This design comes from an exercise in tuning for small area and a short achievable clock period on the open sky130 flow, not from production work.
At most, simulation tests tie the RTL to the original design; equivalence was not proved.

==> module multiplier, before the edit <==
module multiplier(input [15:0] A, input [15:0] B, output [31:0] P);
    wire [31:0] S [0:15];
    wire [32:0] C [0:15];
    genvar i, j, k;
    generate
        for (k = 0; k < 32; k = k + 1) begin : r0
            if (k < 16) begin : in
                assign S[0][k] = A[k] & B[0];
            end else begin : out
                assign S[0][k] = 1'b0;
            end
        end
        assign C[0] = 33'd0;
        for (j = 1; j < 16; j = j + 1) begin : row
            for (k = 0; k < 33; k = k + 1) begin : col
                if (k < 32 && (k < j || k > j + 15)) begin : pass
                    assign S[j][k] = S[j-1][k];
                end
                if (k <= j || k > j + 16) begin : pc
                    assign C[j][k] = (k <= j) ? 1'b0 : C[j-1][k];
                end
                if (k >= j && k <= j + 15) begin : add
                    wire a = A[k-j] & B[j];
                    wire b = S[j-1][k];
                    wire c = C[j-1][k];
                    assign S[j][k]   = a ^ b ^ c;
                    assign C[j][k+1] = (a & b) | (a & c) | (b & c);
                end
            end
        end
        wire [16:0] rc;
        assign rc[0] = 1'b0;
        for (k = 0; k < 16; k = k + 1) begin : fin
            assign P[k] = S[15][k];
            wire a = S[15][k+16];
            wire b = C[15][k+16];
            assign P[k+16] = a ^ b ^ rc[k];
            assign rc[k+1] = (a & b) | (a & rc[k]) | (b & rc[k]);
        end
    endgenerate
endmodule
clock: 110.0 ns
lec_check: 0
cap_margin: 20
core_margin: 2
core_utilization: 40
slew_margin: 20
standard.sh (not shown) runs the stock make flow with config.mk's settings and CLKGATE_MAP_FILE= SYNTH_SCRIPT=/design/flow/synth_recipe.tcl, a recipe that flattens the netlist after the stock synthesis.
==> flow/flow/run.sh <==
#!/bin/bash
# Standard layout (the standard.sh), with repair_timing aiming for
# 68 ns of setup slack instead of 0, so that it sizes the critical paths.
set -e
bash standard.sh SETUP_SLACK_MARGIN=68 finish > standard.log 2>&1
Change:
--- a/flow/design.v
+++ b/flow/design.v
@@ -33,25 +33,27 @@
                     assign C[j][k] = (k <= j) ? 1'b0 : C[j-1][k];
                 end
                 if (k >= j && k <= j + 15) begin : add
                     wire a = A[k-j] & B[j];
                     wire b = S[j-1][k];
                     wire c = C[j-1][k];
-                    assign S[j][k]   = a ^ b ^ c;
-                    assign C[j][k+1] = (a & b) | (a & c) | (b & c);
+                    wire h = a ^ b;
+                    assign S[j][k]   = h ^ c;
+                    assign C[j][k+1] = (a & b) | (h & c);
                 end
             end
         end
         wire [16:0] rc;
         assign rc[0] = 1'b0;
         for (k = 0; k < 16; k = k + 1) begin : fin
             assign P[k] = S[15][k];
             wire a = S[15][k+16];
             wire b = C[15][k+16];
-            assign P[k+16] = a ^ b ^ rc[k];
-            assign rc[k+1] = (a & b) | (a & rc[k]) | (b & rc[k]);
+            wire h = a ^ b;
+            assign P[k+16] = h ^ rc[k];
+            assign rc[k+1] = (a & b) | (h & rc[k]);
         end
     endgenerate
 endmodule
 module dividor(
     input  [15:0] A,
     input  [15:0] B,
What happened: Core utilization is about the same; final area falls by 2.1%; sequential share of layout area barely changes; clock-buffer cell count goes down by 2; non-clock buffer count climbs by 6; maximum frequency goes up by 0.67%; worst hold slack is worse by 0.066 ns; flip-flop and latch count does not change; wire length decreases by 4.5%; synthesized area falls by 1.7%.
For the second run of this note, only the layout was checked, not whether the RTL still works.

========
Verticle_Partition_ALU, a different RTL version from the one above (not shown whole).
For scale: ~2600 cells after synthesis, about 32 flip-flops, roughly 69 I/O pins, ~0.019 mm² of cells after synthesis.
==> module Verticle_Partition_ALU, before the edit <==
module Verticle_Partition_ALU(
input [15:0] A, B,
input [2:0] op,
input clk,
input reset,
output reg [31:0] sol
    );
    wire        sub = (op == 3'b001);
    wire [16:0] as  = {1'b0, A} + {1'b0, B ^ {16{sub}}} + {16'd0, sub};
    wire        shl = (op == 3'b100);
    wire        shr = (op == 3'b011);
    wire [3:0]  sa  = shr ? (4'd0 - B[3:0]) : B[3:0];
    wire [15:0] mb  = (shl | shr) ? (16'd1 << sa) : B;
    wire [31:0] p   = A * mb;
    wire [31:0] shl_res = (|B[15:5]) ? 32'd0 : (B[4] ? {p[15:0], 16'd0} : p);
    wire [15:0] shr_res = (|B[15:4]) ? 16'd0 : ((B[3:0] == 4'd0) ? A : p[31:16]);
    wire [15:0] q, r;
    dividor u_div (.A(A), .B(B), .Q(q), .R(r));
    wire        nz = |B;
    always @(posedge clk) begin
        if (reset)
            sol <= 32'b0;
        else begin
            case (op)
                3'b000: sol <= {15'd0, as};
                3'b001: sol <= {{16{~as[16]}}, as[15:0]};
                3'b010: sol <= p;
                3'b011: sol <= {16'd0, shr_res};
                3'b100: sol <= shl_res;
                3'b101: sol <= {16'd0, nz ? r : 16'd0};
                3'b110: sol <= {16'd0, nz ? q : 16'd0};
                3'b111: sol <= {16'd0, A & B};
            endcase
        end
    end
endmodule
clock: 110.0 ns
lec_check: 0
cap_margin: 20
core_margin: 2
core_utilization: 40
slew_margin: 20
run.sh (not shown) runs the stock make flow with config.mk's settings and CLKGATE_MAP_FILE= SYNTH_SCRIPT=/design/flow/synth_recipe.tcl, a recipe that flattens the netlist after the stock synthesis.
Stock flow here: none of the scripts above is used.
Then changed:
--- a/flow/design.v
+++ b/flow/design.v
@@ -1,4 +1,58 @@
+module adder(input [15:0] A, input [15:0] B, input sub, output [16:0] S);
+    wire [16:0] c;
+    assign c[0] = sub;
+    genvar k;
+    generate
+        for (k = 0; k < 16; k = k + 1) begin : fa
+            wire b = B[k] ^ sub;
+            assign S[k]   = A[k] ^ b ^ c[k];
+            assign c[k+1] = (A[k] & b) | (A[k] & c[k]) | (b & c[k]);
+        end
+    endgenerate
+    assign S[16] = c[16];
+endmodule
+module multiplier(input [15:0] A, input [15:0] B, output [31:0] P);
+    wire [31:0] S [0:15];
+    wire [32:0] C [0:15];
+    genvar i, j, k;
+    generate
+        for (k = 0; k < 32; k = k + 1) begin : r0
+            if (k < 16) begin : in
+                assign S[0][k] = A[k] & B[0];
+            end else begin : out
+                assign S[0][k] = 1'b0;
+            end
+        end
+        assign C[0] = 33'd0;
+        for (j = 1; j < 16; j = j + 1) begin : row
+            for (k = 0; k < 33; k = k + 1) begin : col
+                if (k < 32 && (k < j || k > j + 15)) begin : pass
+                    assign S[j][k] = S[j-1][k];
+                end
+                if (k <= j || k > j + 16) begin : pc
+                    assign C[j][k] = (k <= j) ? 1'b0 : C[j-1][k];
+                end
+                if (k >= j && k <= j + 15) begin : add
+                    wire a = A[k-j] & B[j];
+                    wire b = S[j-1][k];
+                    wire c = C[j-1][k];
+                    assign S[j][k]   = a ^ b ^ c;
+                    assign C[j][k+1] = (a & b) | (a & c) | (b & c);
+                end
+            end
+        end
+        wire [16:0] rc;
+        assign rc[0] = 1'b0;
+        for (k = 0; k < 16; k = k + 1) begin : fin
+            assign P[k] = S[15][k];
+            wire a = S[15][k+16];
+            wire b = C[15][k+16];
+            assign P[k+16] = a ^ b ^ rc[k];
+            assign rc[k+1] = (a & b) | (a & rc[k]) | (b & rc[k]);
+        end
+    endgenerate
+endmodule
 module dividor(
     input  [15:0] A,
     input  [15:0] B,
     output [15:0] Q,
@@ -38,14 +92,14 @@
 input reset,
 output reg [31:0] sol
     );
     wire        sub = (op == 3'b001);
-    wire [16:0] as  = {1'b0, A} + {1'b0, B ^ {16{sub}}} + {16'd0, sub};
+    wire [16:0] as; adder u_add(.A(A), .B(B), .sub(sub), .S(as));
     wire        shl = (op == 3'b100);
     wire        shr = (op == 3'b011);
     wire [3:0]  sa  = shr ? (4'd0 - B[3:0]) : B[3:0];
     wire [15:0] mb  = (shl | shr) ? (16'd1 << sa) : B;
-    wire [31:0] p   = A * mb;
+    wire [31:0] p; multiplier u_mul(.A(A), .B(mb), .P(p));
     wire [31:0] shl_res = (|B[15:5]) ? 32'd0 : (B[4] ? {p[15:0], 16'd0} : p);
     wire [15:0] shr_res = (|B[15:4]) ? 16'd0 : ((B[3:0] == 4'd0) ? A : p[31:16]);
     wire [15:0] q, r;
     dividor u_div (.A(A), .B(B), .Q(q), .R(r));
Effect: The changed run completed without violations; die area goes down by 12%; non-clock buffer count falls by 1; setup slack improved by 0.37 ns; clock-buffer cell count stays the same; design area falls by 12%; global-route usage decreases by 1.8 points; via count went down by 19%; routed wire length shrinks by 19%; cell count falls by 16%; utilization is higher by 0.24 points.
For the second run of this note, only the layout was checked, not whether the RTL still works.

[port drivers added, routing unchanged]
How much do the figures lean on ideal ports? The routed layouts below were timed once more, with nothing changed but the port constraints.
Step 1 sets driving cells, clkbuf_16 on the clock port and buf_2 on the other inputs (assumed; they add their load-dependent delay and slew).
Step 2 adds t to the input delays and takes it off the output delays; t is the mean of the earliest and latest rising clock arrival at the registers after step 1. Input paths then give back, and output paths get back, about the clock's delay inside the block.
Slacks: no drivers / after step 1 / after step 2; pairs: no drivers / after step 1.
| run | shift t [ns] | setup WS [ns] | worst register clock-pin slew, ns | pins driven straight from the clock port |
|---|---|---|---|---|
| the first run of note 1 | 0.349 | 68.761 / 68.792 / 68.443 | 0.08 / 0.08 | 1 |
| the second run of note 1 | 0.308 | 69.037 / 69.040 / 68.731 | 0.06 / 0.06 | 1 |
| the first run of note 2 | 0.332 | 54.557 / 54.578 / 54.247 | 0.06 / 0.06 | 1 |
| the second run of note 2 | 0.318 | 54.925 / 54.929 / 54.611 | 0.06 / 0.06 | 1 |
After both steps every run listed still meets setup and hold. For the first run of note 1, which loses most, drivers alone change the setup slack by +0.031 ns; drivers and shift together by -0.318 ns.
